This is an optimization exercise on Yosys and OpenROAD, whose aim is small area, a short achievable clock period and few clock cycles per item, not a production implementation.
Where RTL was checked, it was by simulation tests only, not by an equivalence proof against the original.
Function not checked in run 7: the RTL went through the layout flow alone.
Power is estimated from default activity; no workload was simulated.

==> flow/design.v (outline; a module is shown in full before it is edited, if it fits) <==
// module Mult: 1283 lines
// module BoothEnc: 6 lines
// module BoothRowX: 10 lines
// module PrefixAdd: 324 lines
// module FA: 6 lines
// module HA: 6 lines
module Mult (MultStart, out_A, out_B, rst, clk, HI, LOW, EndMult);
  // ...
==> flow/flow/run.sh <==
#!/bin/bash
# The standard layout (the standard.sh: ORFS synthesis to finish), except that
# the port buffers are sky130_fd_sc_hd__buf_2 rather than the delay-cell buffer
# that buffer_ports picks by default. The make output goes to standard.log; ORFS
# keeps each step's own log under orfs/logs/.
set -uo pipefail
bash standard.sh "BUFFER_PORTS_ARGS=-buffer_cell sky130_fd_sc_hd__buf_2" finish > standard.log 2>&1
==> flow/standard.sh <==
#!/bin/bash
# synth_recipe.tcl (not shown) runs the flow's synth.tcl, then flattens the netlist and writes it again
# the make line also repeats each setting of config.mk as NAME=value (left out here)
make -C /OpenROAD-flow-scripts/flow DESIGN_CONFIG=/design/flow/config.mk WORK_HOME=/design/flow/orfs CLKGATE_MAP_FILE= SYNTH_SCRIPT=/design/flow/synth_recipe.tcl "${@:-finish}"
==> flow/config.mk <==
export PLATFORM = sky130hd
export DESIGN_NAME = Mult
export DESIGN_NICKNAME = Mult
export VERILOG_FILES = /design/flow/design.v
export SDC_FILE = /design/flow/constraint.sdc
export NUM_CORES = 4
export LEC_CHECK = 0
export CAP_MARGIN = 20
export CORE_MARGIN = 2
export CORE_UTILIZATION = 40
export CTS_BUF_LIST = sky130_fd_sc_hd__clkbuf_4 sky130_fd_sc_hd__clkbuf_8
export SETUP_SLACK_MARGIN = 1.5
export SLEW_MARGIN = 20
export SYNTH_HIERARCHICAL = 1
export SYNTH_MINIMUM_KEEP_SIZE = 0
export TNS_END_PERCENT = 20
==> flow/constraint.sdc <==
create_clock -name core_clock -period 6.5 [get_ports {clk}]
set_input_delay 1.3000 -clock core_clock [delete_from_list [all_inputs] [get_ports {clk}]]
set_output_delay 1.3000 -clock core_clock [all_outputs]
set_load 0.01 [all_outputs]
==> run notes, run 1 <==
Max-Cap Viols = 0
Most frequent cell after synthesis = xnor2_1
Starting Density = 0.404
Crit-path max FO = 33
Largest net degree at the start of global routing = 36
Final slew viol count = 0
Total power = 14300 uW
IO Pins = 132
Hold Path Class = primary input to register
Critical Path End = C[27]
Largest registers = S x56, C x55, LB x8
Worst-path clk slew = 0.07 ns
Non-clock inverters = 28
Synth Instances = 2307
WL final = 81.8 mm
EDFF count, synth = 0
Run status = timing/DRC/antenna clean
Cell Pwr Density = 526 nW/um2
CTS Root Cell = clkbuf_8
Row cnt = 92
Non-clock buffer count = 225
Simple logic cell fraction of the synthesized area = 0.0383
Metal-1 WL = 31.6 mm
Chip width = 257 um
H-Tree Depth = 4
Crit path kind = primary input to register
First element of the critical path = out_B[17]
Worst path max stage delay = 0.54 ns
Post-route clock period utilization = 0.758
Met3 WL = 5.59 mm
Most common cell after layout, fill and taps aside = xnor2_1
CP top delay family = adder cells
Placed insts = 3212
Mapped Area = 25500 um2
First-pass DRT Iterations = 6
Global Route Usage Sum = 0.254
GR Layer Usage met1 = 0.305
Maximum clock rate = 0.203 GHz
CTS Hold Bufs = 0
Tap cells = 846
Die height = 257 um
Testbench counts, summed over its fixed seeds: cycles 960, items 960.
==> inputs of run 2 (changes only) <==
--- a/flow/config.mk
+++ b/flow/config.mk
@@ -9,6 +9,7 @@
 export CORE_MARGIN = 2
 export CORE_UTILIZATION = 40
 export CTS_BUF_LIST = sky130_fd_sc_hd__clkbuf_4 sky130_fd_sc_hd__clkbuf_8
+export PLACE_DENSITY = 0.8
 export SETUP_SLACK_MARGIN = 1.5
 export SLEW_MARGIN = 20
 export SYNTH_HIERARCHICAL = 1
==> run 2 against run 1 <==
Critical path type unchanged. Global-route usage fell by 1.2 points. Largest cell class unchanged. Largest power group unchanged. First-iteration DRC count rose by 27%. Combinational power barely moved. Via count rose by 2.8%.
==> run notes, run 2 <==
Most common cell after layout, fill and taps aside = xnor2_1 (unchanged)
CP arrival = 5.41 ns (was 5.37 ns)
Area grow syn2layout = 7.64% (was 6.64%)
Largest net degree at the start of global routing = 39 (was 36)
Run status = timing/DRC/antenna clean (unchanged)
Area leader, netlist = fa_1 (unchanged)
CP top delay family = adder cells (unchanged)
Antenna viol nets, final = 0 (unchanged)
Cell Pwr Density = 533 nW/um2 (was 526 nW/um2)
Port bufs = 131 (unchanged)
Total power = 14600 uW (was 14300 uW)
Synth Area per Inst = 11.1 um2 (unchanged)
Synth Instances = 2307 (unchanged)
Max-Cap Viols = 0 (unchanged)
Crit path kind = primary input to register (unchanged)
Nets = 3058 (was 3043)
Endpoints failing hold = 0 (unchanged)
Worst-Margin Slew = 0.792 ns (was 0.944 ns)
Final slew viol count = 0 (unchanged)
CTS Root Cell = clkbuf_8 (unchanged)
CTS tree = built (unchanged)
WL final = 78.6 mm (was 81.8 mm)
Worst Path Required = 6.95 ns (was 6.94 ns)
Core Box Area = 63100 um2 (unchanged)
#FFs+latches synth = 121 (unchanged)
TritonCTS buffer count = 17 (unchanged)
Final-report setup violation count = 0 (unchanged)
EDFF count, synth = 0 (unchanged)
H-Tree Depth = 4 (unchanged)
Most frequent cell after synthesis = xnor2_1 (unchanged)
Die height = 257 um (unchanged)
DR DRC count = 0 (unchanged)
Min Tclk post-route = 4.96 ns (was 4.92 ns)
Mapped Area = 25500 um2 (unchanged)
DP Area = 26500 um2 (about the same)
Setup ws final = 1.54 ns (was 1.58 ns)
CP Buf/Inv Count = 1 (was 2)
First-pass GRT wire length = 121 mm (was 126 mm)
Drt initial violations = 2136 (was 1681)
Die area = 65800 um2 (unchanged)
Hold Path Class = primary input to register (unchanged)
Worst-path clk slew = 0.08 ns (was 0.07 ns)
Critical Path, Cell by Cell = buf_2 > xnor2_1 > a22oi_1 > fa_1 > fa_1 > fa_1 > fa_1 > fa_1 > fa_1 (was clkbuf_4 > nand2b_1 > o21ai_2 > buf_4 > a22oi_1 > fa_1 > fa_1 > fa_1 > fa_1 > fa_1 > fa_1)
Number of clock sinks = 121 (unchanged)
RSZ-0062 raised after global routing = true (unchanged)
Relative slew slack = 0.472 (was 0.370)
Type of destination of the critical path = register (unchanged)
Post-route clock period utilization = 0.763 (was 0.758)
Post-DP HPWL = 63.1 mm (was 66.2 mm)
Post-route cell area = 27500 um2 (was 27200 um2)
WL/cell = 24.0 um (was 25.2 um)
Row cnt = 92 (unchanged)
Initial antenna violation count = 5 (was 4)
Worst path max stage delay = 0.58 ns (was 0.54 ns)
Largest registers = S x56, C x55, LB x8 (unchanged)
Most flops, register = S (unchanged)
Vias per std cell = 6.07 (was 5.94)
Leak = 0.00958 uW (was 0.00948 uW)
Chip width = 257 um (unchanged)
Primary FF master, synth = dfxtp_1 (unchanged)
CTS Hold Bufs = 0 (unchanged)
Vias = 19900 (was 19300)
Crit-path max FO = 16 (was 33)
WHS Endpoint = EndMult (unchanged)
DP Worst Slack = 0.628 ns (was 0.674 ns)
Starting Density = 0.404 (unchanged)
Longest Clk Path Bufs = 2 (unchanged)
Top post-synthesis cells by area = fa_1 (35%), xnor2_1 (18%), a22oi_1 (14%) (unchanged)
Hold Crit Depth = 2 (unchanged)
FILL cells = 5930 (was 6141)
GRT overflow = 0 (unchanged)
Maximum clock rate = 0.202 GHz (was 0.203 GHz)
Share of the synthesized area in the top cell type = 0.345 (unchanged)
Seq/Total Area, Yosys = 0.0950 (unchanged)
Largest register FFs = 56 (unchanged)
Global Route Usage Sum = 0.242 (was 0.254)
First-pass DRT Iterations = 9 (was 6)
Peak supply drop = 0.426 mV (was 0.503 mV)
Top post-synthesis cells by count = xnor2_1 (524), a22oi_1 (480), fa_1 (440), ha_1 (144), dfxtp_1 (121) (unchanged)
Slowest CP cell = buf_2 (was fa_1)
Number of global-route vias before repair = 20800 (was 21000)
Final GP Congestion = 0.986 (was 0.968)
Ys async rst share = 0 (unchanged)
Crit path top cell by count = fa_1 (unchanged)
IO Pins = 132 (unchanged)
Post-synthesis cell type count = 65 (unchanged)
Hold Crit Start = rst (unchanged)
Setup tns final = 0 ns (unchanged)
Share of layout cells above drive strength 1 = 0.140 (was 0.134)
CP Launch Type = primary input (unchanged)
Most frequent cells in the layout = xnor2_1 (524), a22oi_1 (480), fa_1 (440) (unchanged)
Synth warn = 7 (unchanged)
[run 2: changes by cell type in the layout (fill, tap and decap cells not counted), moves of 2 or more]
cell,previous run,this run
xor2_2,15,11
ha_1,139,137
diode_2,1,5
xor2_4,1,5
nand2_1,20,18
o21ai_2,14,10
dfxtp_2,0,2
dfxtp_1,121,119
clkbuf_4,7,4
o21ai_4,7,10
nand2_2,0,2
buf_6,4,8
ha_4,4,6
buf_4,87,98
[run 2: layout make-up]
type,instances,area [um2],share of cell area
Clock inverter,11,145,0.00529
Timing Repair Buffer,240,1570,0.0571
Tap cell,846,1060,0.0386
Inverter,28,105,0.00383
Clock buffer,21,277,0.0101
Antenna cell,5,12.5,0.000456
Multi-Input combinational cell,1999,21900,0.796
Sequential cell,121,2420,0.0883
[run 2: stage by stage]
| stage | utilization | hold WS [ns] | instances |
|---|---|---|---|
| global route | 0.435 | 0.837 | 3269 |
| CTS | 0.429 | 0.802 | 3257 |
| floorplan | - | 1.37 | 2324 |
| global placement | 0.421 | 1.45 | 3222 |
| finish | 0.435 | 0.876 | 3271 |
| detailed placement | 0.421 | 1.46 | 3222 |
[run 2: worst max-delay path by stage]
stage          cells after the start       to       from
6_report                           9    C[27]  out_A[24]
5_1_grt                           15  LOW[24]       C[0]
4_1_cts                           15  LOW[24]       C[0]
3_5_place_dp                      12    C[26]  out_B[23]
3_3_place_gp                      12    C[26]  out_B[23]
2_1_floorplan                     10    C[25]   out_B[3]
[run 2: routing by layer]
layer	global-route usage	wire length, um	share of wire	vias to the layer above
met5	0	0	0	-
met4	0.142	5100	0.065	0
met3	0.0753	9170	0.12	339
met2	0.385	36000	0.46	1280
met1	0.288	28400	0.36	9865
li1	-	-	-	8377
[run 2: per-module statistics from Yosys (local to each module, per instance)]
module | cells | times used | flops+latches
BoothEnc | 4 | 16 | 0
Mult | 196 | 1 | 121
HA | 1 | 83 | 0
BoothRowX | 79 | 16 | 0
FA | 1 | 440 | 0
PrefixAdd | 260 | 1 | 0
[run 2: power by group]
part / internal [uW] / switching, uW
Clock: 406 / 347
Combinational: 5540 / 6760
Sequential: 1430 / 153
Total: 7370 / 7260
[run 2: cell families (layout without fill, tap and decap cells)]
family | after synthesis | in the layout | synth area share
compound gates | 642 | 642 | 0.189
buf+inv | 204 | 300 | 0.0669
flops | 121 | 121 | 0.0950
xor+xnor | 565 | 565 | 0.194
fa+ha+maj | 584 | 584 | 0.416
mux | 1 | 1 | 0.000392
other cells | 2 | 24 | 0.000294
simple gates | 188 | 188 | 0.0383
[run 2: what timing repair did]
item,in CTS,in global routing
setup endpoints to repair,44,47
pin swaps,3,11
buffers inserted,3,9
cloned,0,0
resized for setup,15,52
==> inputs of run 3 (changes only) <==
--- a/flow/config.mk
+++ b/flow/config.mk
@@ -9,8 +9,7 @@
 export CORE_MARGIN = 2
 export CORE_UTILIZATION = 40
 export CTS_BUF_LIST = sky130_fd_sc_hd__clkbuf_4 sky130_fd_sc_hd__clkbuf_8
-export PLACE_DENSITY = 0.8
-export SETUP_SLACK_MARGIN = 1.5
+export SETUP_SLACK_MARGIN = 1.7
 export SLEW_MARGIN = 20
 export SYNTH_HIERARCHICAL = 1
 export SYNTH_MINIMUM_KEEP_SIZE = 0
==> run 3 against run 2 <==
Still clean on timing, DRC and antenna. Global-route usage is 1.4 points higher. Flip-flop and latch count stayed put. Total power is 1.2% higher. First-iteration DRC count is 18% lower. Worst hold slack better by 0.013 ns. Cell area is 2.4% higher. Clock power is 2% higher. Worst setup slack better by 0.14 ns. Wire length is 5.1% higher. Via count is 1.3% lower. Synthesized cell count stayed put. Sequential share of layout area is 0.18 points lower. Largest cell class unchanged.
==> run notes, run 3 <==
Synth Area per Inst = 11.1 um2 (unchanged)
Relative slew slack = 0.522 (was 0.472)
Nets = 3080 (was 3058)
#FFs+latches synth = 121 (unchanged)
Crit-path max FO = 4 (was 16)
Initial antenna violation count = 2 (was 5)
Most common cell after layout, fill and taps aside = xnor2_1 (unchanged)
Core Box Area = 63100 um2 (unchanged)
Share of the synthesized area in the top cell type = 0.345 (unchanged)
CP arrival = 3.52 ns (was 5.41 ns)
DP Worst Slack = 0.720 ns (was 0.628 ns)
Setup ws final = 1.68 ns (was 1.54 ns)
Sequential Power Share = 0.109 (was 0.108)
Mapped Area = 25500 um2 (unchanged)
CTS Root Cell = clkbuf_8 (unchanged)
Global Route Usage Sum = 0.256 (was 0.242)
Number of clock sinks = 121 (unchanged)
Synth Instances = 2307 (unchanged)
Peak supply drop = 0.383 mV (was 0.426 mV)
Final-report setup violation count = 0 (unchanged)
Min Tclk post-route = 4.82 ns (was 4.96 ns)
Final GP Congestion = 0.954 (was 0.986)
Maximum clock rate = 0.207 GHz (was 0.202 GHz)
Top post-synthesis cells by area = fa_1 (35%), xnor2_1 (18%), a22oi_1 (14%) (unchanged)
Final slew viol count = 0 (unchanged)
First-pass GRT wire length = 128 mm (was 121 mm)
Slowest CP cell = or4_4 (was buf_2)
Run status = timing/DRC/antenna clean (unchanged)
Drt initial violations = 1744 (was 2136)
Die height = 257 um (unchanged)
Net Sw Frac = 0.488 (was 0.496)
Critical Path, Cell by Cell = ha_4 > a211oi_2 > nor3b_2 > or4_4 > a221oi_4 > a21oi_4 > o211ai_2 > a21oi_1 > or2_1 > o311ai_2 > buf_2 (was buf_2 > xnor2_1 > a22oi_1 > fa_1 > fa_1 > fa_1 > fa_1 > fa_1 > fa_1)
Area leader, netlist = fa_1 (unchanged)
Hold Crit Depth = 2 (unchanged)
Most frequent cell after synthesis = xnor2_1 (unchanged)
Antenna viol nets, final = 0 (unchanged)
Comb pwr share = 0.839 (was 0.840)
Leak = 0.00980 uW (was 0.00958 uW)
Post-synthesis cell type count = 65 (unchanged)
WL/cell = 25.1 um (was 24.0 um)
Post-route clock period utilization = 0.742 (was 0.763)
Area grow syn2layout = 10.2% (was 7.64%)
Largest net degree at the start of global routing = 36 (was 39)
Total power = 14800 uW (was 14600 uW)
Chip width = 257 um (unchanged)
Endpoints failing hold = 0 (unchanged)
Type of destination of the critical path = output port (was register)
Seq/Total Area, Yosys = 0.0950 (unchanged)
Hold Path Class = primary input to register (unchanged)
Int Pwr = 7580 uW (was 7370 uW)
EDFF count, synth = 0 (unchanged)
Crit path kind = register to output port (was primary input to register)
Port bufs = 131 (unchanged)
WL final = 82.7 mm (was 78.6 mm)
Number of global-route vias before repair = 21400 (was 20800)
Ys async rst share = 0 (unchanged)
Sw Pwr = 7220 uW (was 7260 uW)
Most flops, register = S (unchanged)
Worst Path Required = 5.20 ns (was 6.95 ns)
RSZ-0062 raised after global routing = true (unchanged)
First-pass DRT Iterations = 8 (was 9)
Worst-Margin Slew = 0.717 ns (was 0.792 ns)
Largest register FFs = 56 (unchanged)
Primary FF master, synth = dfxtp_1 (unchanged)
Largest registers = S x56, C x55, LB x8 (unchanged)
CP Launch Type = register (was primary input)
DR DRC count = 0 (unchanged)
TritonCTS buffer count = 17 (unchanged)
Row cnt = 92 (unchanged)
Vias = 19600 (was 19900)
H-Tree Depth = 4 (unchanged)
Worst path max stage delay = 0.44 ns (was 0.58 ns)
Max-Cap Viols = 0 (unchanged)
GRT overflow = 0 (unchanged)
Top post-synthesis cells by count = xnor2_1 (524), a22oi_1 (480), fa_1 (440), ha_1 (144), dfxtp_1 (121) (unchanged)
Starting Density = 0.404 (unchanged)
Worst-path clk slew = 0.07 ns (was 0.08 ns)
Most frequent cells in the layout = xnor2_1 (522), a22oi_1 (477), fa_1 (438) (was xnor2_1 (524), a22oi_1 (480), fa_1 (440))
IO Pins = 132 (unchanged)
Synth warn = 7 (unchanged)
Longest Clk Path Bufs = 2 (unchanged)
Setup tns final = 0 ns (unchanged)
Share of layout cells above drive strength 1 = 0.164 (was 0.140)
Cell Pwr Density = 527 nW/um2 (was 533 nW/um2)
Clock Power Share = 0.052 (was 0.051)
Die area = 65800 um2 (unchanged)
Vias per std cell = 5.96 (was 6.07)
Post-DP HPWL = 66.5 mm (was 63.1 mm)
CTS tree = built (unchanged)
[run 3: critical path, delay by kind of cell, from the launching register on]
family,cells,cell delay (ns)
buffers and inverters,1,0.17
AO/OA/AOI/OAI,6,1.42
adder cells (fa/ha/maj),1,0.24
flip-flops,1,0.33
AND/OR/NAND/NOR,3,0.79
[run 3: per-module statistics from Yosys (local to each module, per instance)]
| module | cells inside | flops+latches | times used |
|---|---|---|---|
| FA | 1 | 0 | 440 |
| BoothRowX | 79 | 0 | 16 |
| HA | 1 | 0 | 83 |
| PrefixAdd | 260 | 0 | 1 |
| Mult | 196 | 121 | 1 |
| BoothEnc | 4 | 0 | 16 |
[run 3: worst paths after layout]
check                 start       to
worst max-delay path  C[24]   HI[27]
worst min-delay path    rst  EndMult
[run 3: logic make-up (layout without fill, tap and decap cells)]
| group | after synthesis | in the layout | synth area share |
|---|---|---|---|
| compound gates | 642 | 642 | 0.189 |
| fa+ha+maj | 584 | 584 | 0.416 |
| xor+xnor | 565 | 565 | 0.194 |
| buf+inv | 204 | 322 | 0.0669 |
| simple gates | 188 | 188 | 0.0383 |
| flops | 121 | 121 | 0.0950 |
| other cells | 2 | 20 | 0.000294 |
| mux | 1 | 1 | 0.000392 |
[run 3: power by group through the flow]
stage          Combinational (uW)  Sequential, uW  Clock [uW]
2_1_floorplan                8340            1540           0
3_3_place_gp                11700            1590           0
3_5_place_dp                12000            1590           0
4_1_cts                     12400            1600         798
5_1_grt                     14400            1650         821
6_report                    12400            1620         766
[run 3: metal layers]
metal,up-vias,global-route usage,share of wire
li1,8428,-,-
met3,234,0.0639,0.077
met5,-,0,0.00016
met4,2,0.134,0.059
met1,10000,0.304,0.39
met2,908,0.427,0.48
[run 3: what timing repair did]
item	CTS	global route
setup endpoints to repair	89	75
gates cloned	0	1
pin swaps	21	46
setup buffers	9	24
hold buffers	0	0
gates resized for setup	54	106
[run 3: cell type report]
| class | count | area (um2) |
|---|---|---|
| Multi-Input combinational cell | 1999 | 22200 |
| Clock inverter | 8 | 118 |
| Antenna cell | 1 | 2.50 |
| Timing Repair Buffer | 262 | 1920 |
| Fill cell | 5985 | 35000 |
| Clock buffer | 24 | 305 |
| Sequential cell | 121 | 2430 |
| Tap cell | 846 | 1060 |
| Inverter | 28 | 105 |
[run 3: metrics by stage]
step | std cells | hold slack (ns) | utilization | cell area [um2]
finish | 3289 | 0.889 | 0.446 | 28100
global route | 3289 | 0.853 | 0.446 | 28100
CTS | 3263 | 0.826 | 0.434 | 27400
detailed placement | 3222 | 1.46 | 0.421 | 26500
global placement | 3222 | 1.46 | 0.421 | 26500
floorplan | 2324 | 1.37 | - | 25600
==> inputs of run 4 (changes only) <==
--- a/flow/config.mk
+++ b/flow/config.mk
@@ -8,8 +8,7 @@
 export CAP_MARGIN = 20
 export CORE_MARGIN = 2
 export CORE_UTILIZATION = 40
-export CTS_BUF_LIST = sky130_fd_sc_hd__clkbuf_4 sky130_fd_sc_hd__clkbuf_8
-export SETUP_SLACK_MARGIN = 1.7
+export SETUP_SLACK_MARGIN = 1.5
 export SLEW_MARGIN = 20
 export SYNTH_HIERARCHICAL = 1
 export SYNTH_MINIMUM_KEEP_SIZE = 0
==> run 4 against run 3 <==
Synthesized cell count did not move. Largest cell class unchanged. Flip-flop and latch count is the same. Final cell count fell by 1.1%. Still clean. Worst hold slack better by 0.074 ns. Via count down 1.4%. Sequential power decreased by 3%. Wire length fell by 1.2%. Clock power increased by 25%. Sequential share of layout area increased by 0.20 points. Non-clock buffer count decreased by 36.
==> run notes, run 4 <==
Clock Power Share = 0.066 (was 0.052)
Worst path max stage delay = 0.59 ns (was 0.44 ns)
Most flops, register = S (unchanged)
Port bufs = 131 (unchanged)
Crit-path max FO = 9 (was 4)
Mux cell area share after synthesis = 0.000392 (unchanged)
Maximum clock rate = 0.202 GHz (was 0.207 GHz)
Global Route Usage Sum = 0.254 (was 0.256)
Synth Area in Compound Gates = 0.189 (unchanged)
Chip width = 257 um (unchanged)
First-pass DRT Iterations = 7 (was 8)
FILL cells = 6117 (was 5985)
Drt initial violations = 1652 (was 1744)
Ys async rst share = 0 (unchanged)
Most common cell after layout, fill and taps aside = xnor2_1 (unchanged)
Largest family of logic cells by synthesized area = adder cells (unchanged)
Setup ws final = 1.56 ns (was 1.68 ns)
Area leader, netlist = fa_1 (unchanged)
Post-DP HPWL = 66.2 mm (was 66.5 mm)
Final-report setup violation count = 0 (unchanged)
Top post-synthesis cells by count = xnor2_1 (524), a22oi_1 (480), fa_1 (440), ha_1 (144), dfxtp_1 (121) (unchanged)
Multi-input gate area = 21700 um2 (was 22200 um2)
Longest Clk Path Bufs = 2 (unchanged)
Placed insts = 3212 (was 3222)
Comb pwr share = 0.825 (was 0.839)
#FFs+latches synth = 121 (unchanged)
Final GP Congestion = 0.968 (was 0.954)
Vias per std cell = 5.94 (was 5.96)
Int Pwr = 7390 uW (was 7580 uW)
Die area = 65800 um2 (unchanged)
Post-route clock period utilization = 0.761 (was 0.742)
Crit path top cell by count = fa_1
Top post-synthesis cells by area = fa_1 (35%), xnor2_1 (18%), a22oi_1 (14%) (unchanged)
Nets = 3044 (was 3080)
Sequential Power Share = 0.109 (about the same)
WL/cell = 25.1 um (about the same)
Endpoints failing hold = 0 (unchanged)
Starting Density = 0.404 (unchanged)
Largest registers = S x56, C x55, LB x8 (unchanged)
Share of layout cells above drive strength 1 = 0.127 (was 0.164)
Antenna viol nets, final = 0 (unchanged)
Critical Path, Cell by Cell = buf_2 > xnor2_1 > a22oi_1 > fa_1 > fa_1 > fa_1 > fa_1 > fa_1 > fa_1 (was ha_4 > a211oi_2 > nor3b_2 > or4_4 > a221oi_4 > a21oi_4 > o211ai_2 > a21oi_1 > or2_1 > o311ai_2 > buf_2)
Synth Area per Inst = 11.1 um2 (unchanged)
CP arrival = 5.31 ns (was 3.52 ns)
Slowest CP cell = a22oi_1 (was or4_4)
TritonCTS buffer count = 17 (unchanged)
Fin cells = 3252 (was 3289)
Worst-Margin Slew = 0.778 ns (was 0.717 ns)
Seq/Total Area, Yosys = 0.0950 (unchanged)
Initial antenna violation count = 3 (was 2)
Max-Cap Viols = 0 (unchanged)
Core Box Area = 63100 um2 (unchanged)
Post-route cell area = 27400 um2 (was 28100 um2)
Simple logic cell fraction of the synthesized area = 0.0383 (unchanged)
H-Tree Depth = 4 (unchanged)
IO Pins = 132 (unchanged)
Min Tclk post-route = 4.94 ns (was 4.82 ns)
DP Area = 26500 um2 (about the same)
Share of the synthesized area in the top cell type = 0.345 (unchanged)
Net Sw Frac = 0.488 (about the same)
Hold Path Class = primary input to register (unchanged)
Row cnt = 92 (unchanged)
Most frequent cell after synthesis = xnor2_1 (unchanged)
Setup tns final = 0 ns (unchanged)
Cell Pwr Density = 527 nW/um2 (about the same)
First-pass GRT wire length = 126 mm (was 128 mm)
CP Launch Type = primary input (was register)
GRT overflow = 0 (unchanged)
Die height = 257 um (unchanged)
EDFF count, synth = 0 (unchanged)
Area grow syn2layout = 7.31% (was 10.2%)
Synth warn = 7 (unchanged)
Primary FF master, synth = dfxtp_1 (unchanged)
Largest register FFs = 56 (unchanged)
Synth Instances = 2307 (unchanged)
Storage element area = 2420 um2 (was 2430 um2)
WL final = 81.7 mm (was 82.7 mm)
Antenna diode count = 0 (was 1)
Post-synthesis cell type count = 65 (unchanged)
Largest net degree at the start of global routing = 36 (unchanged)
Relative slew slack = 0.481 (was 0.522)
Mapped Area = 25500 um2 (unchanged)
CTS tree = built (unchanged)
Total power = 14400 uW (was 14800 uW)
RSZ-0062 raised after global routing = true (unchanged)
Peak supply drop = 0.503 mV (was 0.383 mV)
Leak = 0.00957 uW (was 0.00980 uW)
Final slew viol count = 0 (unchanged)
Crit path kind = primary input to register (was register to output port)
DR DRC count = 0 (unchanged)
Most frequent cells in the layout = xnor2_1 (524), a22oi_1 (479), fa_1 (440) (was xnor2_1 (522), a22oi_1 (477), fa_1 (438))
Adder-cell area share of the yosys netlist = 0.416 (unchanged)
Type of destination of the critical path = register (was output port)
Vias = 19300 (was 19600)
Sw Pwr = 7040 uW (was 7220 uW)
Number of clock sinks = 121 (unchanged)
CTS Root Cell = clkbuf_16 (was clkbuf_8)
Worst Path Required = 6.87 ns (was 5.20 ns)
Worst-path clk slew = 0.06 ns (was 0.07 ns)
Run status = timing/DRC/antenna clean (unchanged)
DP Worst Slack = 0.674 ns (was 0.720 ns)
XOR/XNOR Fraction of Synth Area = 0.194 (unchanged)
Number of global-route vias before repair = 20900 (was 21400)
CTS Hold Bufs = 0 (unchanged)
[run 4: cell counts after synthesis]
Identical to the previous run, type by type.
[run 4: area by class of cell]
class | instances | area share
Timing Repair Buffer | 226 | 0.0542
Inverter | 28 | 0.00384
Clock inverter | 8 | 0.00347
Sequential cell | 121 | 0.0885
Tap cell | 846 | 0.0387
Clock buffer | 24 | 0.0172
Multi-Input combinational cell | 1999 | 0.794
[run 4: path summary, 6_finish.rpt]
check / to / slack (ns) / start / cells after the start
setup / recovery: C[25] / 1.56 / out_A[29] / 9
hold / removal: EndMult / 0.96 / rst / 2
[run 4: power groups by stage]
stage                     sequential (uW)  combinational, uW  clock, uW
after floorplan                      1540               8340          0
after detailed placement             1590              11900          0
final                                1570              11900        956
after global routing                 1600              13700       1010
after CTS                            1580              12100        987
after global placement               1590              11700          0
[run 4: metal layers]
layer  vias to the layer above  track usage  routed length [um]
li1                       8349            -                   -
met2                       830        0.437               40000
met3                       222       0.0423                5610
met5                         -            0                  33
met4                         6        0.130                4400
met1                      9915        0.307               31600
[run 4: worst max-delay path: cells and delay by family]
family	cells	cell delay, ns
adders and majority gates	6	2.86
AOI/OAI and AO/OA	1	0.59
buffers and inverters	1	0.36
xor gates and xnor gates	1	0.18
[run 4: per-module statistics from Yosys, one instance, submodules excluded]
module     area, um2  times used  flip-flops and latches
BoothRowX        638          16                       0
Mult            3250           1                     121
BoothEnc        31.3          16                       0
PrefixAdd       1700           1                       0
HA              12.5          83                       0
FA              20.0         440                       0
[run 4: metrics by stage]
stage | hold WS (ns) | util
floorplan | 1.37 | -
global placement | 1.46 | 0.419
detailed placement | 1.47 | 0.419
CTS | 0.932 | 0.429
global route | 0.955 | 0.434
finish | 0.964 | 0.434
[run 4: what timing repair did]
| action | CTS | global route |
|---|---|---|
| pin swaps | 1 | 9 |
| setup endpoints to repair | 62 | 62 |
| hold endpoints to repair | 0 | 0 |
| resized for setup | 6 | 46 |
| setup buffers | 2 | 6 |
[run 4: cells by family after synthesis]
group / after synthesis
buffers and inverters: 204
xor gates and xnor gates: 565
AOI/OAI and AO/OA: 642
other: 2
and+or+nand+nor: 188
adders and majority gates: 584
muxes: 1
DFF: 121
==> inputs of run 5 (changes only) <==
--- a/flow/config.mk
+++ b/flow/config.mk
@@ -12,4 +12,3 @@
 export SLEW_MARGIN = 20
 export SYNTH_HIERARCHICAL = 1
 export SYNTH_MINIMUM_KEEP_SIZE = 0
-export TNS_END_PERCENT = 20
==> run 5 against run 4 <==
Via count grew 0.73%. Maximum frequency is essentially flat. Cell area grew 0.30%. First-iteration DRC count grew 4.8%. Critical path depth is the same.
==> run notes, run 5 <==
Area grow syn2layout = 7.64% (was 7.31%)
CP Launch Type = primary input (unchanged)
H-Tree Depth = 4 (unchanged)
Initial antenna violation count = 3 (unchanged)
First element of the critical path = out_A[29] (unchanged)
Final slew viol count = 0 (unchanged)
DP Worst Slack = 0.674 ns (unchanged)
Worst-Margin Slew = 0.777 ns (was 0.778 ns)
EDFF count, synth = 0 (unchanged)
Seq/Total Area, Yosys = 0.0950 (unchanged)
Critical Path, Cell by Cell = buf_2 > xnor2_1 > a22oi_1 > fa_1 > fa_1 > fa_1 > fa_1 > fa_1 > fa_1 (unchanged)
Peak supply drop = 0.506 mV (was 0.503 mV)
Top post-synthesis cells by count = xnor2_1 (524), a22oi_1 (480), fa_1 (440), ha_1 (144), dfxtp_1 (121) (unchanged)
Worst path max stage delay = 0.58 ns (was 0.59 ns)
Longest Clk Path Bufs = 2 (unchanged)
WL/cell = 25.1 um (about the same)
CTS Hold Bufs = 0 (unchanged)
GRT overflow = 0 (unchanged)
Nets = 3049 (was 3044)
Setup tns final = 0 ns (unchanged)
Maximum clock rate = 0.202 GHz (about the same)
Synth Instances = 2307 (unchanged)
First-pass GRT wire length = 127 mm (was 126 mm)
WHS Endpoint = EndMult (unchanged)
Cell Pwr Density = 528 nW/um2 (was 527 nW/um2)
Antenna diode count = 0 (unchanged)
Setup ws final = 1.56 ns (about the same)
Largest register FFs = 56 (unchanged)
Total power = 14500 uW (was 14400 uW)
CTS Root Cell = clkbuf_16 (unchanged)
Type of destination of the critical path = register (unchanged)
Post-route clock period utilization = 0.760 (was 0.761)
Synth Area per Inst = 11.1 um2 (unchanged)
Post-DP HPWL = 66.2 mm (unchanged)
Starting Density = 0.404 (unchanged)
Number of global-route vias before repair = 20900 (about the same)
Ys async rst share = 0 (unchanged)
Final GP Congestion = 0.968 (unchanged)
Core Box Area = 63100 um2 (unchanged)
Slowest CP cell = a22oi_1 (unchanged)
Synth warn = 7 (unchanged)
Die height = 257 um (unchanged)
Crit path kind = primary input to register (unchanged)
Worst-path clk slew = 0.06 ns (about the same)
CP arrival = 5.30 ns (was 5.31 ns)
GRT Max-Usage Layer = met2 (unchanged)
TritonCTS buffer count = 17 (unchanged)
Hold Path Class = primary input to register (unchanged)
Final-report setup violation count = 0 (unchanged)
Row cnt = 92 (unchanged)
Post-synthesis cell type count = 65 (unchanged)
Grt met2 use = 0.436 (was 0.437)
GR Layer Usage met1 = 0.304 (was 0.307)
Drt initial violations = 1731 (was 1652)
Most flops, register = S (unchanged)
Share of the synthesized area in the top cell type = 0.345 (unchanged)
Mapped Area = 25500 um2 (unchanged)
GRT met3 Usage = 0.0468 (was 0.0423)
WL final = 81.9 mm (was 81.7 mm)
Hold Crit Start = rst (unchanged)
Max-Cap Viols = 0 (unchanged)
DR DRC count = 0 (unchanged)
RSZ-0062 raised after global routing = true (unchanged)
Area leader, netlist = fa_1 (unchanged)
Crit path top cell by count = fa_1 (unchanged)
Most common cell after layout, fill and taps aside = xnor2_1 (unchanged)
Top post-synthesis cells by area = fa_1 (35%), xnor2_1 (18%), a22oi_1 (14%) (unchanged)
Finished Core Util = 0.435 (was 0.434)
Global Route Usage Sum = 0.254 (about the same)
Min Tclk post-route = 4.94 ns (about the same)
Worst Path Required = 6.86 ns (was 6.87 ns)
Largest registers = S x56, C x55, LB x8 (unchanged)
CTS tree = built (unchanged)
IO Pins = 132 (unchanged)
Crit-path max FO = 9 (unchanged)
Port bufs = 131 (unchanged)
Endpoints failing hold = 0 (unchanged)
Die area = 65800 um2 (unchanged)
Most frequent cell after synthesis = xnor2_1 (unchanged)
Primary FF master, synth = dfxtp_1 (unchanged)
Antenna viol nets, final = 0 (unchanged)
Number of clock sinks = 121 (unchanged)
Hold Crit Depth = 2 (unchanged)
Run status = timing/DRC/antenna clean (unchanged)
First-pass DRT Iterations = 6 (was 7)
Chip width = 257 um (unchanged)
Leak = 0.00959 uW (was 0.00957 uW)
Relative slew slack = 0.482 (was 0.481)
#FFs+latches synth = 121 (unchanged)
Vias per std cell = 5.98 (was 5.94)
Vias = 19500 (was 19300)
Share of layout cells above drive strength 1 = 0.132 (was 0.127)
Hold slack = 0.961 ns (was 0.964 ns)
Most frequent cells in the layout = xnor2_1 (524), a22oi_1 (479), fa_1 (440) (unchanged)
Largest net degree at the start of global routing = 36 (unchanged)
run 5: timing repair:
action / CTS / global route
pin swaps: 2 / 10
setup endpoints to repair: 62 / 50
resized for setup: 12 / 45
setup buffers: 5 / 8
run 5: worst max-delay path by stage:
| stage | endpoint |
|---|---|
| finish | C[25] |
| global route | LOW[24] |
| CTS | C[24] |
| detailed placement | C[22] |
| global placement | C[22] |
| floorplan | C[25] |
run 5: report_power, final:
group | switching [uW] | internal, uW
sequential | 152 | 1430
combinational | 6530 | 5420
clock | 377 | 578
run 5: area by class of cell:
| cell class | count | area, um2 |
|---|---|---|
| fillers | 6115 | 35600 |
| multi-input cells | 1999 | 21800 |
| flip-flops and latches | 121 | 2420 |
| repair buffers | 231 | 1510 |
| well taps | 846 | 1060 |
| clock buffers | 24 | 472 |
| inverters | 28 | 105 |
| clock inverters | 8 | 95.1 |
run 5: through the flow:
stage | cell area, um2 | instances
6_report | 27500 | 3257
5_1_grt | 27500 | 3257
4_1_cts | 27100 | 3249
3_5_place_dp | 26500 | 3212
3_3_place_gp | 26500 | 3212
2_1_floorplan | 25600 | 2324
run 5: layer usage:
| metal | routed length, um | vias up |
|---|---|---|
| li1 | - | 8351 |
| met4 | 4570 | 6 |
| met3 | 5780 | 242 |
| met5 | 32 | - |
| met2 | 39900 | 867 |
| met1 | 31600 | 9997 |
run 5: kinds of logic (layout without fill, tap and decap cells):
group           count (synthesis)  after routing  synth area share
compound gates                642            642             0.189
fa+ha+maj                     584            584             0.416
xor+xnor                      565            565             0.194
buf+inv                       204            291            0.0669
simple gates                  188            188            0.0383
flops                         121            121            0.0950
other cells                     2             19          0.000294
mux                             1              1          0.000392
run 5: per-module statistics from Yosys (local to each module, per instance):
module,area (um2),flip-flops and latches,times used
Mult,3250,121,1
PrefixAdd,1700,0,1
BoothRowX,638,0,16
BoothEnc,31.3,0,16
FA,20.0,0,440
HA,12.5,0,83
run 5: critical path, delay by kind of cell:
family | cells | cell delay (ns)
buf+inv | 1 | 0.36
fa+ha+maj | 6 | 2.86
compound gates | 1 | 0.58
xor+xnor | 1 | 0.18
==> inputs of run 6 (changes only) <==
--- a/flow/config.mk
+++ b/flow/config.mk
@@ -12,3 +12,4 @@
 export SLEW_MARGIN = 20
 export SYNTH_HIERARCHICAL = 1
 export SYNTH_MINIMUM_KEEP_SIZE = 0
+export TNS_END_PERCENT = 0
==> run 6 against run 5 <==
Critical path depth unchanged. Largest power group unchanged. Via count decreased by 0.55%. Flip-flop and latch count unchanged. Count of clock-buffer cells in the layout unchanged. Maximum frequency decreased by 0.63%.
==> run notes, run 6 <==
CP top delay family = adder cells (unchanged)
Number of global-route vias before repair = 20900 (about the same)
Seq/Total Area, Yosys = 0.0950 (unchanged)
DR DRC count = 0 (unchanged)
Setup tns final = 0 ns (unchanged)
Endpoints failing hold = 0 (unchanged)
Slowest CP cell = fa_1 (was a22oi_1)
Finished Core Util = 0.433 (was 0.435)
Worst Path Required = 6.86 ns (about the same)
Crit. path cell count = 9 (unchanged)
Vias per std cell = 5.95 (was 5.98)
Most frequent cells in the layout = xnor2_1 (524), a22oi_1 (480), fa_1 (440) (was xnor2_1 (524), a22oi_1 (479), fa_1 (440))
Longest Clk Path Bufs = 2 (unchanged)
Hold Path Class = primary input to register (unchanged)
Storage element area = 2420 um2 (unchanged)
Most frequent cell after synthesis = xnor2_1 (unchanged)
Nets = 3044 (was 3049)
Largest registers = S x56, C x55, LB x8 (unchanged)
Worst-Margin Slew = 0.762 ns (was 0.777 ns)
Hold Crit Depth = 2 (unchanged)
CP Launch Type = primary input (unchanged)
Chip width = 257 um (unchanged)
First-pass DRT Iterations = 6 (unchanged)
Area leader, netlist = fa_1 (unchanged)
Largest register FFs = 56 (unchanged)
Top post-synthesis cells by count = xnor2_1 (524), a22oi_1 (480), fa_1 (440), ha_1 (144), dfxtp_1 (121) (unchanged)
Crit-path max FO = 23 (was 9)
Row cnt = 92 (unchanged)
Area grow syn2layout = 7.18% (was 7.64%)
DP Worst Slack = 0.674 ns (unchanged)
Vias = 19400 (was 19500)
Worst path max stage delay = 0.58 ns (about the same)
Most flops, register = S (unchanged)
Mapped Area = 25500 um2 (unchanged)
FILL cells = 6117 (was 6115)
Post-route clock period utilization = 0.765 (was 0.760)
Post-synthesis cell type count = 65 (unchanged)
RSZ-0062 raised after global routing = true (unchanged)
Synth Instances = 2307 (unchanged)
Ys async rst share = 0 (unchanged)
Min Tclk post-route = 4.97 ns (was 4.94 ns)
Peak supply drop = 0.497 mV (was 0.506 mV)
Top post-synthesis cells by area = fa_1 (35%), xnor2_1 (18%), a22oi_1 (14%) (unchanged)
Share of the synthesized area in the top cell type = 0.345 (unchanged)
Synth Area per Inst = 11.1 um2 (unchanged)
Number of clock sinks = 121 (unchanged)
Type of destination of the critical path = register (unchanged)
CTS tree = built (unchanged)
H-Tree Depth = 4 (unchanged)
Port bufs = 131 (unchanged)
Max-Cap Viols = 0 (unchanged)
GRT overflow = 0 (unchanged)
Initial antenna violation count = 3 (unchanged)
CTS Root Cell = clkbuf_16 (unchanged)
WL final = 81.6 mm (was 81.9 mm)
Core Box Area = 63100 um2 (unchanged)
CP arrival = 5.33 ns (was 5.30 ns)
Leak = 0.00956 uW (was 0.00959 uW)
Maximum clock rate = 0.201 GHz (was 0.202 GHz)
Final slew viol count = 0 (unchanged)
Primary FF master, synth = dfxtp_1 (unchanged)
Antenna viol nets, final = 0 (unchanged)
#FFs+latches synth = 121 (unchanged)
Die area = 65800 um2 (unchanged)
Final GP Congestion = 0.968 (unchanged)
Critical Path, Cell by Cell = buf_2 > xor2_2 > buf_4 > a22oi_1 > fa_1 > fa_1 > fa_1 > fa_1 > fa_1 (was buf_2 > xnor2_1 > a22oi_1 > fa_1 > fa_1 > fa_1 > fa_1 > fa_1 > fa_1)
Relative slew slack = 0.492 (was 0.482)
TritonCTS buffer count = 17 (unchanged)
Setup ws final = 1.53 ns (was 1.56 ns)
Total power = 14400 uW (was 14500 uW)
Die height = 257 um (unchanged)
EDFF count, synth = 0 (unchanged)
Cell Pwr Density = 527 nW/um2 (was 528 nW/um2)
Share of layout cells above drive strength 1 = 0.127 (was 0.132)
Hold slack = 0.963 ns (was 0.961 ns)
Drt initial violations = 1583 (was 1731)
First-pass GRT wire length = 126 mm (was 127 mm)
Crit path kind = primary input to register (unchanged)
Crit path top cell by count = fa_1 (unchanged)
Most common cell after layout, fill and taps aside = xnor2_1 (unchanged)
CP Buf/Inv Count = 2 (was 1)
WL/cell = 25.1 um (about the same)
Run status = timing/DRC/antenna clean (unchanged)
Final-report setup violation count = 0 (unchanged)
Worst-path clk slew = 0.06 ns (about the same)
Multi-input gate area = 21700 um2 (was 21800 um2)
Post-DP HPWL = 66.2 mm (unchanged)
Starting Density = 0.404 (unchanged)
Global Route Usage Sum = 0.254 (about the same)
Synth warn = 7 (unchanged)
IO Pins = 132 (unchanged)
Antenna diode count = 0 (unchanged)
Largest net degree at the start of global routing = 36 (unchanged)
-- run 6: cell types whose count changed in the layout (fill, tap and decap cells not counted), moves of 2 or more --
cell / delta
ha_4: -2
buf_8: -2
ha_1: +2
buf_4: -3
-- run 6: what timing repair did --
item	in CTS	in global routing
setup endpoints to repair	62	68
resized for setup	5	36
pin swaps	1	9
hold buffers	0	0
buffers inserted	2	6
-- run 6: through the flow --
step / std cells / instance area [um2]
2_1_floorplan: 2324 / 25600
3_3_place_gp: 3212 / 26500
3_5_place_dp: 3212 / 26500
4_1_cts: 3246 / 27100
5_1_grt: 3252 / 27300
6_report: 3252 / 27300
-- run 6: area by class of cell --
| type | count | share of cell area |
|---|---|---|
| Multi-Input combinational cell | 1999 | 0.795 |
| Sequential cell | 121 | 0.0886 |
| Timing Repair Buffer | 226 | 0.0532 |
| Tap cell | 846 | 0.0387 |
| Clock buffer | 24 | 0.0173 |
| Inverter | 28 | 0.00384 |
| Clock inverter | 8 | 0.00348 |
-- run 6: cell families (layout without fill, tap and decap cells) --
family	count (synthesis)	after routing	share of synthesized area
other	2	19	0.000294
AOI/OAI and AO/OA	642	642	0.189
buffers and inverters	204	286	0.0669
xor gates and xnor gates	565	565	0.194
DFF	121	121	0.0950
adders and majority gates	584	584	0.416
and+or+nand+nor	188	188	0.0383
muxes	1	1	0.000392
-- run 6: power by group --
group | switching [uW] | internal, uW | leakage, uW
sequential | 144 | 1430 | 0.00102
clock | 379 | 578 | 0.000274
combinational | 6510 | 5370 | 0.00826
total | 7040 | 7380 | 0.00956
-- run 6: final timing paths --
kind                       from       to  slack (ns)
worst min-delay path        rst  EndMult        0.96
worst max-delay path  out_B[29]    C[38]        1.53
-- run 6: modules after synthesis, one instance, submodules excluded --
module	cell area (um2)	cells inside	copies in the design	flip-flops and latches
BoothEnc	31.3	4	16	0
HA	12.5	1	83	0
FA	20.0	1	440	0
Mult	3250	196	1	121
BoothRowX	638	79	16	0
PrefixAdd	1700	260	1	0
-- run 6: per-layer routing --
| metal | vias to the layer above | wire length (um) | track usage |
|---|---|---|---|
| met5 | - | 33 | 0 |
| met4 | 6 | 4300 | 0.130 |
| met3 | 214 | 5720 | 0.0423 |
| met2 | 839 | 40100 | 0.437 |
| met1 | 9950 | 31500 | 0.307 |
| li1 | 8346 | - | - |
==> module FA, before the edit <==
module FA (a, b, c, s, co);
	input wire a, b, c;
	output wire s, co;
	assign s = a ^ b ^ c;
	assign co = (a & b) | (a & c) | (b & c);
endmodule
==> inputs of run 7 (changes only) <==
--- a/flow/design.v
+++ b/flow/design.v
@@ -1624,8 +1624,20 @@
 module FA (a, b, c, s, co);
 	input wire a, b, c;
 	output wire s, co;
-	assign s = a ^ b ^ c;
-	assign co = (a & b) | (a & c) | (b & c);
+	wire t;
+	XOR2 x0 (.a(a), .b(b), .y(t));
+	XOR2 x1 (.a(t), .b(c), .y(s));
+	MAJ3 m0 (.a(a), .b(b), .c(c), .y(co));
+endmodule
+module XOR2 (a, b, y);
+	input wire a, b;
+	output wire y;
+	assign y = a ^ b;
+endmodule
+module MAJ3 (a, b, c, y);
+	input wire a, b, c;
+	output wire y;
+	assign y = (a & b) | (a & c) | (b & c);
 endmodule
 module HA (a, b, s, co);
 	input wire a, b;
--- a/flow/config.mk
+++ b/flow/config.mk
@@ -12,4 +12,3 @@
 export SLEW_MARGIN = 20
 export SYNTH_HIERARCHICAL = 1
 export SYNTH_MINIMUM_KEEP_SIZE = 0
-export TNS_END_PERCENT = 0
==> run 7 against run 6 <==
Clock power grew 9.7%. Core utilization shrank 0.62 points. Combinational power grew 32%. Sequential share of layout area shrank 1.1 points. Total power grew 27%. Critical path type is now register to output port. Still clean. Largest power group unchanged.
==> run notes, run 7 <==
Hold slack = 0.938 ns (was 0.963 ns)
First element of the critical path = C[0] (was out_B[29])
Area grow syn2layout = 5.98% (was 7.18%)
CP arrival = 3.57 ns (was 5.33 ns)
Crit path kind = register to output port (was primary input to register)
Crit-path max FO = 5 (was 23)
Most common cell after layout, fill and taps aside = xor2_1 (was xnor2_1)
Cell Pwr Density = 588 nW/um2 (was 527 nW/um2)
Worst path max stage delay = 0.34 ns (was 0.58 ns)
H-Tree Depth = 4 (unchanged)
Nets = 3473 (was 3044)
Slowest CP cell = a31o_2 (was fa_1)
#FFs+latches synth = 121 (unchanged)
Worst-Margin Slew = 0.991 ns (was 0.762 ns)
Seq/Total Area, Yosys = 0.0825 (was 0.0950)
Most frequent cell after synthesis = xor2_1 (was xnor2_1)
Row cnt = 99 (was 92)
Ys async rst share = 0 (unchanged)
Largest registers = S x56, C x55, LB x8 (unchanged)
Chip width = 275 um (was 257 um)
Largest register FFs = 56 (unchanged)
Area leader, netlist = xor2_1 (was fa_1)
Synth warn = 7 (unchanged)
Hold Path Class = primary input to register (unchanged)
Synth Area in Compound Gates = 0.164 (was 0.189)
Adder-cell area share of the yosys netlist = 0.230 (was 0.416)
Final GP Congestion = 0.886 (was 0.968)
Mapped Area = 29400 um2 (was 25500 um2)
Primary FF master, synth = dfxtp_1 (unchanged)
Post-route clock period utilization = 0.749 (was 0.765)
TritonCTS buffer count = 17 (unchanged)
Number of clock sinks = 121 (unchanged)
EDFF count, synth = 0 (unchanged)
DR DRC count = 0 (unchanged)
Min Tclk post-route = 4.87 ns (was 4.97 ns)
Number of global-route vias before repair = 23400 (was 20900)
CP Launch Type = register (was primary input)
Vias per std cell = 5.63 (was 5.95)
Initial antenna violation count = 5 (was 3)
Top post-synthesis cells by count = xor2_1 (921), xnor2_1 (524), a22oi_1 (480), maj3_2 (440), ha_1 (144) (was xnor2_1 (524), a22oi_1 (480), fa_1 (440), ha_1 (144), dfxtp_1 (121))
WL final = 88.8 mm (was 81.6 mm)
Starting Density = 0.403 (was 0.404)
Synth Instances = 3187 (was 2307)
GRT overflow = 0 (unchanged)
Die area = 75600 um2 (was 65800 um2)
Largest net degree at the start of global routing = 35 (was 36)
Setup tns final = 0 ns (unchanged)
Multi-input gate area = 25500 um2 (was 21700 um2)
IO Pins = 132 (unchanged)
Synth Area per Inst = 9.21 um2 (was 11.1 um2)
Simple logic cell fraction of the synthesized area = 0.0333 (was 0.0383)
Post-DP HPWL = 70.1 mm (was 66.2 mm)
Largest family of logic cells by synthesized area = XOR/XNOR gates (was adder cells)
Global Route Usage Sum = 0.231 (was 0.254)
WL/cell = 20.9 um (was 25.1 um)
FILL cells = 7403 (was 6117)
Peak supply drop = 0.438 mV (was 0.497 mV)
XOR/XNOR Fraction of Synth Area = 0.431 (was 0.194)
Maximum clock rate = 0.205 GHz (was 0.201 GHz)
Endpoints failing hold = 0 (unchanged)
Most frequent cells in the layout = xor2_1 (905), xnor2_1 (524), a22oi_1 (480) (was xnor2_1 (524), a22oi_1 (480), fa_1 (440))
Relative slew slack = 0.339 (was 0.492)
Longest Clk Path Bufs = 2 (unchanged)
Port bufs = 131 (unchanged)
CTS tree = built (unchanged)
Top post-synthesis cells by area = xor2_1 (27%), maj3_2 (17%), xnor2_1 (16%) (was fa_1 (35%), xnor2_1 (18%), a22oi_1 (14%))
Critical Path End = LOW[24] (was C[38])
Core Box Area = 72800 um2 (was 63100 um2)
CTS Root Cell = clkbuf_16 (unchanged)
Most flops, register = S (unchanged)
Final slew viol count = 0 (unchanged)
CTS Hold Bufs = 0 (unchanged)
Vias = 23900 (was 19400)
RSZ-0062 raised after global routing = true (unchanged)
Leak = 0.0111 uW (was 0.00956 uW)
Mux cell area share after synthesis = 0.000341 (was 0.000392)
Drt initial violations = 1652 (was 1583)
First-pass GRT wire length = 134 mm (was 126 mm)
Antenna viol nets, final = 0 (unchanged)
Finished Core Util = 0.427 (was 0.433)
Storage element area = 2420 um2 (unchanged)
Run status = timing/DRC/antenna clean (unchanged)
Type of destination of the critical path = output port (was register)
Critical Path, Cell by Cell = ha_1 > ha_1 > o21ai_1 > nand2_1 > a31o_2 > a21oi_2 > o21ai_1 > a22o_1 > o21a_1 > o21ai_1 > nand2b_1 > ha_1 > nor2_1 > xnor2_1 > buf_2 (was buf_2 > xor2_2 > buf_4 > a22oi_1 > fa_1 > fa_1 > fa_1 > fa_1 > fa_1)
Worst Path Required = 5.20 ns (was 6.86 ns)
Share of the synthesized area in the top cell type = 0.275 (was 0.345)
Post-synthesis cell type count = 65 (unchanged)
Total power = 18300 uW (was 14400 uW)
First-pass DRT Iterations = 5 (was 6)
Worst-path clk slew = 0.08 ns (was 0.06 ns)
Share of layout cells above drive strength 1 = 0.221 (was 0.127)
Final-report setup violation count = 0 (unchanged)
Die height = 275 um (was 257 um)
Max-Cap Viols = 0 (unchanged)
run 7: per-module statistics from Yosys, one instance, submodules excluded, a selection:
module	cells inside	flip-flops and latches	cell area (um2)	copies in the design
HA	1	0	12.5	83
Mult	196	121	3250	1
MAJ3	1	0	11.3	440
XOR2	1	0	8.76	880
BoothEnc	4	0	31.3	16
PrefixAdd	260	0	1700	1
BoothRowX	79	0	638	16
run 7: cell families after synthesis:
logic type | count (synthesis)
compound gates | 642
xor+xnor | 1445
fa+ha+maj | 584
buf+inv | 204
flops | 121
mux | 1
other cells | 2
simple gates | 188
run 7: layer usage:
layer / up-vias / global-route usage / share of wire
li1: 11500 / - / -
met1: 11500 / 0.284 / 0.42
met2: 714 / 0.409 / 0.49
met3: 188 / 0.0271 / 0.054
met4: 4 / 0.0953 / 0.036
met5: - / 0 / 0.00030
run 7: worst min-delay path by stage:
stage | from | end | slack (ns) | cells past startpoint
after detailed placement | rst | EndMult | 1.46 | 2
after CTS | rst | EndMult | 0.91 | 2
final | rst | EndMult | 0.94 | 2
after global routing | rst | EndMult | 0.94 | 2
after global placement | rst | EndMult | 1.46 | 2
after floorplan | rst | EndMult | 1.37 | 1
run 7: repair_timing:
| item | CTS | global route |
|---|---|---|
| endpoints found under the setup margin | 19 | 29 |
| buffers inserted | 2 | 1 |
| pin swaps | 2 | 1 |
| resized for setup | 8 | 8 |
run 7: report_power, final:
group | internal [uW] | switching (uW)
combinational | 7110 | 8550
clock | 609 | 445
sequential | 1430 | 138
total | 9150 | 9130
run 7: metrics by stage:
| step | cell area, um2 | worst slack (ns) | cells |
|---|---|---|---|
| 6_report | 31100 | 1.63 | 4238 |
| 5_1_grt | 31100 | 1.42 | 4236 |
| 4_1_cts | 31000 | 1.50 | 4233 |
| 3_5_place_dp | 30400 | 1.18 | 4199 |
| 3_3_place_gp | 30400 | 1.23 | 4199 |
| 2_1_floorplan | 29500 | 2.14 | 3218 |
run 7: area by class of cell:
cell class | instances | area share
clock inverter | 11 | 0.00434
clock buffer | 21 | 0.0154
inverter | 28 | 0.00338
timing repair buffer | 201 | 0.0397
sequential | 121 | 0.0779
tap | 959 | 0.0386
antenna | 4 | 0.000322
multi-input combinational | 2893 | 0.820
run 7: critical path: cells and delay by family (launching register included):
| family | cells | cell delay (ns) |
|---|---|---|
| buffers and inverters | 1 | 0.15 |
| DFF | 1 | 0.30 |
| xor gates and xnor gates | 1 | 0.12 |
| and+or+nand+nor | 3 | 0.30 |
| AOI/OAI and AO/OA | 7 | 1.53 |
| adders and majority gates | 3 | 0.67 |
==> inputs of run 8 (changes only) <==
--- a/flow/design.v
+++ b/flow/design.v
@@ -1624,20 +1624,8 @@
 module FA (a, b, c, s, co);
 	input wire a, b, c;
 	output wire s, co;
-	wire t;
-	XOR2 x0 (.a(a), .b(b), .y(t));
-	XOR2 x1 (.a(t), .b(c), .y(s));
-	MAJ3 m0 (.a(a), .b(b), .c(c), .y(co));
-endmodule
-module XOR2 (a, b, y);
-	input wire a, b;
-	output wire y;
-	assign y = a ^ b;
-endmodule
-module MAJ3 (a, b, c, y);
-	input wire a, b, c;
-	output wire y;
-	assign y = (a & b) | (a & c) | (b & c);
+	assign s = a ^ b ^ c;
+	assign co = (a & b) | (a & c) | (b & c);
 endmodule
 module HA (a, b, s, co);
 	input wire a, b;
==> flow/flow/run.sh (replaced) <==
#!/bin/bash
# The standard layout (the standard.sh: ORFS synthesis to finish), except that
# the port buffers are sky130_fd_sc_hd__buf_1 rather than the delay-cell buffer
# that buffer_ports picks by default. The make output goes to standard.log; ORFS
# keeps each step's own log under orfs/logs/.
set -uo pipefail
bash standard.sh "BUFFER_PORTS_ARGS=-buffer_cell sky130_fd_sc_hd__buf_1" finish > standard.log 2>&1
==> run 8 against run 7 <==
Worst setup slack worse by 0.078 ns. Total power is 21% lower. Sequential power hardly changed. First-iteration DRC count is 8.3% higher. Worst hold slack better by 0.030 ns. Core utilization is 1.5 points higher. Cell area is 10% lower. Largest power group unchanged. Highest routed layer is now met4.
==> run notes, run 8 <==
CTS tree = built (unchanged)
EDFF count, synth = 0 (unchanged)
Vias = 19800 (was 23900)
Synth warn = 7 (unchanged)
Share of layout cells above drive strength 1 = 0.106 (was 0.221)
Antenna viol nets, final = 0 (unchanged)
Seq/Total Area, Yosys = 0.0950 (was 0.0825)
Endpoints failing hold = 0 (unchanged)
Int Pwr = 7370 uW (was 9150 uW)
Chip width = 257 um (was 275 um)
CP arrival = 5.31 ns (was 3.57 ns)
Area grow syn2layout = 9.35% (was 5.98%)
Final slew viol count = 0 (unchanged)
Crit path kind = primary input to register (was register to output port)
Top post-synthesis cells by count = xnor2_1 (524), a22oi_1 (480), fa_1 (440), ha_1 (144), dfxtp_1 (121) (was xor2_1 (921), xnor2_1 (524), a22oi_1 (480), maj3_2 (440), ha_1 (144))
Final-report setup violation count = 0 (unchanged)
Setup tns final = 0 ns (unchanged)
Sw Pwr = 7130 uW (was 9130 uW)
Largest net degree at the start of global routing = 35 (unchanged)
Primary FF master, synth = dfxtp_1 (unchanged)
Hold Path Class = primary input to register (unchanged)
Crit-path max FO = 15 (was 5)
Leak = 0.00961 uW (was 0.0111 uW)
Final GP Congestion = 0.992 (was 0.886)
Global Route Usage Sum = 0.259 (was 0.231)
Number of clock sinks = 121 (unchanged)
Area leader, netlist = fa_1 (was xor2_1)
FILL cells = 6022 (was 7403)
Synth Instances = 2307 (was 3187)
#FFs+latches synth = 121 (unchanged)
Clock Power Share = 0.073 (was 0.058)
Maximum clock rate = 0.202 GHz (was 0.205 GHz)
Storage element area = 2420 um2 (about the same)
Most frequent cells in the layout = xnor2_1 (524), a22oi_1 (479), fa_1 (440) (was xor2_1 (905), xnor2_1 (524), a22oi_1 (480))
Most frequent cell after synthesis = xnor2_1 (was xor2_1)
CTS Root Cell = clkbuf_16 (unchanged)
IO Pins = 132 (unchanged)
H-Tree Depth = 4 (unchanged)
Synth Area per Inst = 11.1 um2 (was 9.21 um2)
Share of the synthesized area in the top cell type = 0.345 (was 0.275)
Comb pwr share = 0.817 (was 0.857)
Multi-input gate area = 21900 um2 (was 25500 um2)
Min Tclk post-route = 4.95 ns (was 4.87 ns)
Post-synthesis cell type count = 65 (unchanged)
Post-route clock period utilization = 0.761 (was 0.749)
Relative slew slack = 0.348 (was 0.339)
Die area = 65800 um2 (was 75600 um2)
Cell Pwr Density = 520 nW/um2 (was 588 nW/um2)
Setup ws final = 1.55 ns (was 1.63 ns)
Max-Cap Viols = 0 (unchanged)
Vias per std cell = 6.00 (was 5.63)
DP Worst Slack = 0.653 ns (was 1.18 ns)
Peak supply drop = 0.424 mV (was 0.438 mV)
Finished Core Util = 0.442 (was 0.427)
Worst Path Required = 6.86 ns (was 5.20 ns)
Sequential Power Share = 0.110 (was 0.086)
Worst-path clk slew = 0.06 ns (was 0.08 ns)
Mapped Area = 25500 um2 (was 29400 um2)
Port bufs = 131 (unchanged)
First-pass DRT Iterations = 6 (was 5)
WL final = 83.9 mm (was 88.8 mm)
Post-DP HPWL = 67.6 mm (was 70.1 mm)
Total power = 14500 uW (was 18300 uW)
Net Sw Frac = 0.492 (was 0.500)
Number of global-route vias before repair = 21300 (was 23400)
Worst-Margin Slew = 0.978 ns (was 0.991 ns)
Initial antenna violation count = 0 (was 5)
Row cnt = 92 (was 99)
DR DRC count = 0 (unchanged)
Starting Density = 0.404 (was 0.403)
Type of destination of the critical path = register (was output port)
Nets = 3088 (was 3473)
DP Area = 26600 um2 (was 30400 um2)
Ys async rst share = 0 (unchanged)
Largest registers = S x56, C x55, LB x8 (unchanged)
Drt initial violations = 1789 (was 1652)
Largest register FFs = 56 (unchanged)
Top post-synthesis cells by area = fa_1 (35%), xnor2_1 (18%), a22oi_1 (14%) (was xor2_1 (27%), maj3_2 (17%), xnor2_1 (16%))
RSZ-0062 raised after global routing = true (unchanged)
Most flops, register = S (unchanged)
Core Box Area = 63100 um2 (was 72800 um2)
Most common cell after layout, fill and taps aside = xnor2_1 (was xor2_1)
TritonCTS buffer count = 17 (unchanged)
WL/cell = 25.4 um (was 20.9 um)
GRT overflow = 0 (unchanged)
First-pass GRT wire length = 129 mm (was 134 mm)
Post-route cell area = 27900 um2 (was 31100 um2)
Run status = timing/DRC/antenna clean (unchanged)
CP Launch Type = primary input (was register)
Die height = 257 um (was 275 um)
Longest Clk Path Bufs = 2 (unchanged)
[run 8: cell count changes after synthesis]
| cell | previous run | this run |
|---|---|---|
| xor2_1 | 921 | 41 |
| maj3_2 | 440 | 0 |
| fa_1 | 0 | 440 |
[run 8: cells by family (layout without fill, tap and decap cells)]
group	count (synthesis)	in the layout	synth area share
AOI/OAI and AO/OA	642	642	0.189
xor gates and xnor gates	565	565	0.194
adders and majority gates	584	584	0.416
buffers and inverters	204	330	0.0669
DFF	121	121	0.0950
muxes	1	1	0.000392
other	2	20	0.000294
and+or+nand+nor	188	188	0.0383
[run 8: critical path, cell delays in order]
cell      delay [ns]
clkbuf_4        0.30
xor2_4          0.38
buf_4           0.33
a22oi_1         0.17
fa_1            0.51
fa_1            0.43
fa_1            0.53
fa_1            0.40
fa_1            0.53
fa_1            0.41
[run 8: repair_timing]
item / CTS / global route
endpoints found under the setup margin: 68 / 62
hold buffers: 0 / 0
resized for setup: 39 / 71
buffers inserted: 7 / 11
pin swaps: 4 / 12
endpoints found under the hold margin: 0 / 0
[run 8: power groups by stage]
| stage | clock network (uW) | registers (uW) | logic, uW |
|---|---|---|---|
| floorplan | 0 | 1540 | 8340 |
| global placement | 0 | 1600 | 11400 |
| detailed placement | 0 | 1600 | 11800 |
| CTS | 1090 | 1590 | 12000 |
| global route | 1110 | 1620 | 13700 |
| finish | 1060 | 1590 | 11800 |
[run 8: cell type report]
cell class | instances | share of cell area
timing repair buffer | 270 | 0.0648
tap | 846 | 0.0380
clock buffer | 25 | 0.0178
antenna | 1 | 0.0000897
inverter | 28 | 0.00377
multi-input combinational | 1999 | 0.784
clock inverter | 7 | 0.00494
sequential | 121 | 0.0870
[run 8: per-layer routing]
metal | global-route usage | vias up | routed length [um]
li1 | - | 8449 | -
met1 | 0.315 | 10100 | 32700
met2 | 0.429 | 968 | 39700
met3 | 0.0562 | 223 | 6800
met4 | 0.138 | 0 | 4660
met5 | 0 | - | 0
[run 8: Yosys stat by module, one instance, submodules excluded]
module     times used  cells inside  flip-flops and latches
Mult                1           196                     121
HA                 83             1                       0
BoothRowX          16            79                       0
BoothEnc           16             4                       0
PrefixAdd           1           260                       0
FA                440             1                       0
[run 8: path summary, 6_finish.rpt]
check | depth (start not counted) | end | slack, ns | start
max | 10 | C[28] | 1.55 | out_B[15]
min | 2 | EndMult | 0.97 | rst
[run 8: metrics by stage]
step | hold slack, ns | std cells
after floorplan | 1.37 | 2324
after global placement | 1.46 | 3246
after detailed placement | 1.47 | 3246
after CTS | 0.930 | 3285
after global routing | 0.955 | 3296
final | 0.968 | 3297
Testbench counts of run 8, summed over its fixed seeds: cycles 960, items 960.

## port drivers added, routing unchanged
No port has a modelled driver above. Below, the same layouts with a new extraction and two added sets of constraints.
Step 1 assumes that a clkbuf_16 drives the clock port and a buf_2 every other input.
Step 2 moves the port delays by t, midway between the first and last clock arrival at a register: inputs arrive t later, outputs are due t later. That takes back most of the time a late clock gives input paths.
Three values: ideal, step 1, step 2; two values: the first two.
| run | t (ns) | setup WS [ns] | worst setup path at the end | worst register clock-pin slew, ns | worst slew at a driven data input, ns |
|---|---|---|---|---|---|
| run 1 | 0.621 | 1.576 / 1.584 / 0.975 | input to register | 0.08 / 0.08 | 0.08 |
| run 2 | 0.621 | 1.538 / 1.538 / 0.946 | input to register | 0.09 / 0.09 | 0.08 |
| run 3 | 0.620 | 1.679 / 1.619 / 1.145 | input to register | 0.08 / 0.08 | 0.08 |
| run 4 | 0.546 | 1.555 / 1.586 / 1.043 | input to register | 0.06 / 0.06 | 0.07 |
| run 5 | 0.548 | 1.559 / 1.597 / 1.049 | input to register | 0.06 / 0.06 | 0.08 |
| run 6 | 0.546 | 1.527 / 1.538 / 0.992 | input to register | 0.06 / 0.06 | 0.08 |
| run 7 | 0.553 | 1.629 / 1.569 / 1.231 | input to register | 0.08 / 0.08 | 0.13 |
| run 8 | 0.550 | 1.550 / 1.573 / 1.023 | input to register | 0.06 / 0.06 | 0.07 |
After both steps every run listed still meets setup and hold. For run 1, which loses most, drivers alone change the setup slack by +0.008 ns; drivers and shift together by -0.601 ns.
